Background: an optimization exercise with open tools, aiming at small area. Do not read the settings as production practice. The RTL of this run was laid out without a check of its function.

### flow/config.mk
export PLATFORM = sky130hd
export DESIGN_NAME = median_filter_resource_optimized
export DESIGN_NICKNAME = median_filter_resource_optimized
export VERILOG_FILES = /design/flow/design.v
export SDC_FILE = /design/flow/constraint.sdc
export NUM_CORES = 4
export LEC_CHECK = 0
export CAP_MARGIN = 20
export CORE_MARGIN = 2
export CORE_UTILIZATION = 40
export SLEW_MARGIN = 20
### flow/constraint.sdc
create_clock -name core_clock -period 5.0 [get_ports {ck100m}]
set_input_delay 1.0000 -clock core_clock [delete_from_list [all_inputs] [get_ports {ck100m}]]
set_output_delay 1.0000 -clock core_clock [all_outputs]
set_load 0.01 [all_outputs]
### flow/design.v
module median_filter_resource_optimized
(
    input                ck100m,
    input                srst_n,
    input                enable,
    input        [15:0]  in,
    output               out_enable,
    output reg   [15:0]  out
);
    localparam int NT = 7;              
    localparam int L  = 17;             
    localparam int N  = 18;             
    reg [15:0] win  [0:9];
    reg [15:0] tail [0:NT-1];            
    reg [L-1:0] cand;
    reg [3:0]  m;
    reg [3:0]  nval;                     
    reg [3:0]  cnt;
    wire [2:0] dig   = cnt[2:0];
    wire       idle  = (dig == 3'd0);
    wire       start = idle & enable;
    assign out_enable = (cnt == 4'd8);
    always @(posedge ck100m or negedge srst_n) begin
        if (~srst_n) begin
            cnt  <= 4'd0;
            nval <= 4'd0;
        end else begin
            if (idle)              cnt <= enable ? 4'd1 : 4'd0;
            else if (cnt == 4'd7)  cnt <= 4'd9;
            else if (cnt == 4'd13) cnt <= 4'd8;
            else                   cnt <= cnt + 4'd1;
            if (enable && nval != 4'd10) nval <= nval + 4'd1;
        end
    end
    logic [15:0] w9sh;
    always_comb begin
        w9sh = '0;
        for (int j = 0; j < 7; j++)
            if (dig == j) w9sh = win[9] << (2*j + 2);
    end
    always @(posedge ck100m) begin
        if (enable) begin
            win[0] <= in;
            for (int i = 1; i < 10; i++) win[i] <= win[i-1];
        end
        for (int t = 0; t < NT; t++)
            for (int b = 2 + 2*t; b < 16; b++)
                tail[t][b] <= enable ? ((t == 0) ? w9sh[b] : tail[t-1][b-2]) : tail[t][b-2];
    end
    logic [1:0] lane [0:N-1];
    always_comb begin
        for (int n = 0; n < 10; n++) begin
            lane[n] = 2'b00;
            for (int j = 0; j < 8; j++)
                if (dig == j) lane[n] = win[n][15-2*j -: 2];
        end
        for (int t = 0; t < NT; t++) lane[10+t] = tail[t][15:14];
        lane[L] = in[15:14];
    end
    function automatic [3:0] tsum(input [17:0] x, input [3:0] m);
        logic t1, t2, t3, t4, t5, t6, t7, t8, t9, t10, t11, t12, t13, t14, t15, t16, t17, t18, t19, t20, t21, t22, t23, t24, t25, t26, t27, t28, t29, t30, t31, t32, t33, t34, t35, t36, t37, t38, t39, t40;
        t1 = x[0] ^ x[1] ^ x[2]; t2 = (x[0] & x[1]) | (x[0] & x[2]) | (x[1] & x[2]);
        t3 = x[3] ^ x[4] ^ x[5]; t4 = (x[3] & x[4]) | (x[3] & x[5]) | (x[4] & x[5]);
        t5 = x[6] ^ x[7] ^ x[8]; t6 = (x[6] & x[7]) | (x[6] & x[8]) | (x[7] & x[8]);
        t7 = x[9] ^ x[10] ^ x[11]; t8 = (x[9] & x[10]) | (x[9] & x[11]) | (x[10] & x[11]);
        t9 = x[12] ^ x[13] ^ x[14]; t10 = (x[12] & x[13]) | (x[12] & x[14]) | (x[13] & x[14]);
        t11 = x[15] ^ x[16] ^ x[17]; t12 = (x[15] & x[16]) | (x[15] & x[17]) | (x[16] & x[17]);
        t13 = t1 ^ t3 ^ t5; t14 = (t1 & t3) | (t1 & t5) | (t3 & t5);
        t15 = t7 ^ t9 ^ t11; t16 = (t7 & t9) | (t7 & t11) | (t9 & t11);
        t17 = t2 ^ t4 ^ t6; t18 = (t2 & t4) | (t2 & t6) | (t4 & t6);
        t19 = t8 ^ t10 ^ t12; t20 = (t8 & t10) | (t8 & t12) | (t10 & t12);
        t21 = t13 ^ t15 ^ m[0]; t22 = (t13 & t15) | (t13 & m[0]) | (t15 & m[0]);
        t23 = t14 ^ t16 ^ t17; t24 = (t14 & t16) | (t14 & t17) | (t16 & t17);
        t25 = t19 ^ m[1]; t26 = t19 & m[1];
        t27 = t18 ^ t20 ^ m[2]; t28 = (t18 & t20) | (t18 & m[2]) | (t20 & m[2]);
        t29 = t22 ^ t23 ^ t25; t30 = (t22 & t23) | (t22 & t25) | (t23 & t25);
        t31 = t24 ^ t26 ^ t27; t32 = (t24 & t26) | (t24 & t27) | (t26 & t27);
        t33 = t30 ^ t31; t34 = t30 & t31;
        t35 = t32 ^ t28 ^ m[3]; t36 = (t32 & t28) | (t32 & m[3]) | (t28 & m[3]);
        t37 = t34 ^ t35; t38 = t34 & t35;
        t39 = t38 ^ t36; t40 = t38 & t36;
        tsum = {(t37 | t39 | t40), t33, t29, t21};
    endfunction
    logic [N-1:0] c_cur, lt1, lt2, lt3, c_new;
    logic [3:0] m_cur, t1, t2, t3, m_new;
    logic [1:0] d;
    always_comb begin
        if (idle) begin
            for (int n = 0; n < L; n++) c_cur[n] = (n < 10) && (n < nval);
            c_cur[L] = 1'b1;
            m_cur = 4'd12 - nval;
        end else begin
            c_cur = {1'b0, cand};
            m_cur = m;
        end
        for (int n = 0; n < N; n++) begin
            lt1[n] = c_cur[n] & ~lane[n][1] & ~lane[n][0];
            lt2[n] = c_cur[n] & ~lane[n][1];
            lt3[n] = c_cur[n] & ~(lane[n][1] & lane[n][0]);
        end
        t1 = tsum(lt1, m_cur);
        t2 = tsum(lt2, m_cur);
        t3 = tsum(lt3, m_cur);
        if (!t3[3])      begin d = 2'd3; m_new = t3; end
        else if (!t2[3]) begin d = 2'd2; m_new = t2; end
        else if (!t1[3]) begin d = 2'd1; m_new = t1; end
        else             begin d = 2'd0; m_new = m_cur; end
        for (int n = 0; n < N; n++) c_new[n] = c_cur[n] & (lane[n] == d);
    end
    always @(posedge ck100m) begin
        m <= m_new;
        cand <= enable ? {c_new[L-2:0], c_new[L]} : c_new[L-1:0];
        for (int j = 0; j < 8; j++)
            if (dig == j && (j == 0 || !cnt[3])) out[15-2*j -: 2] <= d;
    end
endmodule
### flow/run.sh
#!/bin/bash
# synth_recipe.tcl (not shown) runs the flow's synth.tcl, then flattens the netlist and writes it again
# the make line also repeats each setting of config.mk as NAME=value (left out here)
make -C /OpenROAD-flow-scripts/flow DESIGN_CONFIG=/design/flow/config.mk WORK_HOME=/design/flow/orfs CLKGATE_MAP_FILE= SYNTH_SCRIPT=/design/flow/synth_recipe.tcl finish
==> impl_results.md <==
* Largest net degree at the start of global routing at between 70 and 80
* Cts bufs inserted at 29
* Hold Path Stages at 0
* ANT cells at 0
* FP Rows at 65
* # Max-Cap Violations at 0
* Worst hold-check path type: reg -> reg
* All-Layer GR Usage at 22.1%
* CP Max Fanout at 6
* Remaining DRCs at 0
* Share of cells above drive strength 1 at 40.9%
* Final Instance Area at 17400 um^2
* Worst R2R End: cand[5]
* Final Hold Fails at 0
* Clock slew at reported path FFs at 0.06 ns
* Netlist cell types at just under 90
* Slew Limit Fails at 0
* Tcrit/Tclk final at 119%
* Cell count after placement at 1632
* Cell depth of the worst flop-to-flop path at 27
* CTS tree: built
* Final setup vio count at 37
* DRT Pass-1 Iters at 5
* DRT iter0 DRCs at a little under 900
* Final WL at ~37000 um
* Setup CP Type: reg -> reg
* Hold_buf cts at 0
* GPL Wtd Cong at ~0.92
* Gate Count Post-Synth at 1034
* Die width at roughly 180 um
* WP data required at roughly 5.5 ns
* Fmax at about 170 MHz
* Sequential fraction of the synthesis area at a little under three fifths
* Combined area of the multi-input logic cells at approximately 6000 um^2
* First-pass GRT wire length at between 50000 and 60000 um
* Initial Util at between 40% and 50%
* Worst setup SP type: flip-flop
* Least-Margin Pin Slew at around 0.95 ns
* CP arrival at between 6 and 7 ns
* Synth async-reset ratio at slightly above 3%
* Port bufs at 35
* # nets final at approximately 1400
* Synth Flop Type: edfxtp_1
* Post-synthesis net count at around 1100
* Post-Route Setup TNS at -27.58 ns
* Clock buffer depth at 3
* Critical Path Slowest Stage Cell: fa_1
* WL/cell at about 21 um
* RR Startpoint: cnt[0]
* Sequential standard cell area at 7030 um^2
* DR vias at approximately 9500
* Die Area at 33300 um^2
* Final worst slack at -0.948 ns
* Io pins at 36
* Synth Area per Inst at around 12 um^2
* Commonest non-fill, non-tap cell in the layout: buf_4
* Grt total ovfl at 0
* WHS Endpoint: tail[6][14]
* RSZ-0062 raised after global routing: yes
* Clk_skew at 0.0139 ns
* WHS at around 0.35 ns
* Die Height at between 150 and 200 um
* Hold path startpoint: tail[5][12]
* Area grow syn2layout at 36.1%
* Post-synth EDFFs at 176
* Core Box Area at approximately 31000 um^2
* Vias/cell at roughly 5.5
* Antenna viol nets, final at 0
* Initial antenna violation count at 1
* Yosys warnings at 18
* SO Viols: negative setup slack
* Normalized max-slew margin at between 30% and 40%
* Most frequent cells in the layout: buf_4 (223), edfxtp_1 (176), dfxtp_1 (77)
* Crit. End Element: flip-flop
* Fillers at 2570
* Final HPWL DP at between 20000 and 30000 um
* Vias in the first global route at 9677
* Tmin final at ~6 ns
* CP max stage delay at 0.53 ns
* Netlist Area Pre-Place at ~13000 um^2
* Post-route insts no fill at 1729
* Placed cell area at roughly 15000 um^2
* Root Buffer: clkbuf_16
* Status: finished with violations
* Reg2reg setup slack at -0.95 ns
* Clk Latency, worst-skew pair at around 0.56 ns
* FF+latch count, synth at roughly 260
* Clk sink count at ~260
* H-tree Lvls at 1
## cells in the mapped netlist, drive strengths merged, types with 5 or more instances
cell type	instances	area, um^2
edfxtp	176	5290
dfxtp	77	1540
inv	77	289
nor2	62	235
a21oi	59	307
nand2	57	214
fa	45	901
mux2	44	495
xnor2	41	359
o21ai	39	195
buf	36	211
clkbuf	20	75.1
nor3	20	110
ha	17	213
mux2i	16	160
a211oi	13	130
nand2b	11	68.8
nor2b	11	68.8
o22ai	10	62.6
or3	10	67.6
a2bb2oi	9	78.8
nand3b	9	67.6
and3b	8	70.1
dfrtp	8	200
nand3	8	40.0
o221ai	8	70.1
o2bb2ai	8	70.1
a221oi	7	67.6
a22oi	7	57.6
a31oi	7	43.8
and2	7	43.8
o41ai	6	52.6
a211o	5	43.8
a21o	5	37.5
o211ai	5	37.5
o21a	5	37.5
o21ba	5	50.1
or2	5	31.3
## metrics by stage
step                      worst slack [ns]  utilization [%]
after global routing                 -1.18             55.2
after global placement               -1.39             48.4
final                               -0.948             55.2
after CTS                           -0.991             54.1
after detailed placement             -1.41             48.4
after floorplan                     -0.784                -
## worst max path at each step
stage	startpoint	endpoint	slack, ns	cells after the start
2_1_floorplan	cnt[1]	cand[7]	-0.78	27
3_3_place_gp	cnt[1]	cand[10]	-1.39	23
3_5_place_dp	cnt[1]	cand[10]	-1.41	24
4_1_cts	cnt[1]	cand[6]	-0.99	28
5_1_grt	cnt[0]	cand[5]	-1.18	27
6_report	cnt[0]	cand[5]	-0.95	27
## per-layer routing
layer | part of all wire [%] | global-route usage (%) | routed length [um] | up-vias
met5 | 0 | 0 | 0 | -
met4 | 3.1 | 8.10 | 1120 | 0
met3 | 7.4 | 4.01 | 2730 | 62
met2 | 47 | 35.7 | 17200 | 387
met1 | 43 | 30.0 | 15700 | 4695
li1 | - | - | - | 4322
## logic make-up after synthesis
kind of cell / Yosys count / share of synthesized area [%]
flops: 261 / 55.1
compound gates: 234 / 13.4
simple gates: 234 / 9.64
buf+inv: 135 / 4.57
fa+ha+maj: 64 / 8.88
mux: 60 / 5.14
xor+xnor: 46 / 3.27
## repair_timing
action,in CTS,in global routing
cloned,2,0
endpoints found under the setup margin,37,37
pin swaps,58,30
gates resized for setup,116,50
setup buffers,34,9
## flip-flops by register name, summed over array words and instances, names as in the netlist
| register | count |
|---|---|
| cnt | 4 |
| cand | 17 |
| tail | 56 |
| out | 16 |
| nval | 4 |
| win | 160 |
| m | 4 |
## layout make-up
type	instances	share of cell area (%)
Inverter	79	1.85
Tap cell	402	2.90
Clock buffer	33	4.44
Sequential cell	261	40.5
Timing Repair Buffer	295	14.8
Multi-Input combinational cell	638	34.5
Clock inverter	21	1.04
## worst max-delay path: cells and delay by family, from the launching register on
| family | cells | cell delay [ns] |
|---|---|---|
| compound gates | 6 | 1.33 |
| fa+ha+maj | 8 | 2.47 |
| buf+inv | 8 | 0.72 |
| flops | 1 | 0.42 |
| simple gates | 5 | 0.94 |

-- port drivers added, routing unchanged --
The flow's constraints put no driver on any port. The routed layout listed below was extracted and timed again, unchanged, in two steps.
Step 1 (the two cells are an assumption about what drives the block):
set clk [get_ports {ck100m}]
set_driving_cell -lib_cell sky130_fd_sc_hd__clkbuf_16 $clk
set_driving_cell -lib_cell sky130_fd_sc_hd__buf_2 [delete_from_list [all_inputs] $clk]
Step 2 adds t to the input delays and takes it off the output delays; t is the mean of the earliest and latest rising clock arrival at the registers after step 1. Input paths then give back, and output paths get back, about the clock's delay inside the block.
Three values: ideal ports, drivers, drivers and shift; two values: the first two.
t, ns: 0.611
setup WS [ns]: -0.948 / -0.948 / -0.948
hold slack, ns: 0.348 / 0.348 / 0.348
worst slew at a driven data input, ns: 0.04
pins driven straight from the clock port: 1
The setup slack of this run moves by 0.000 ns with the drivers and by 0.000 ns with both steps.
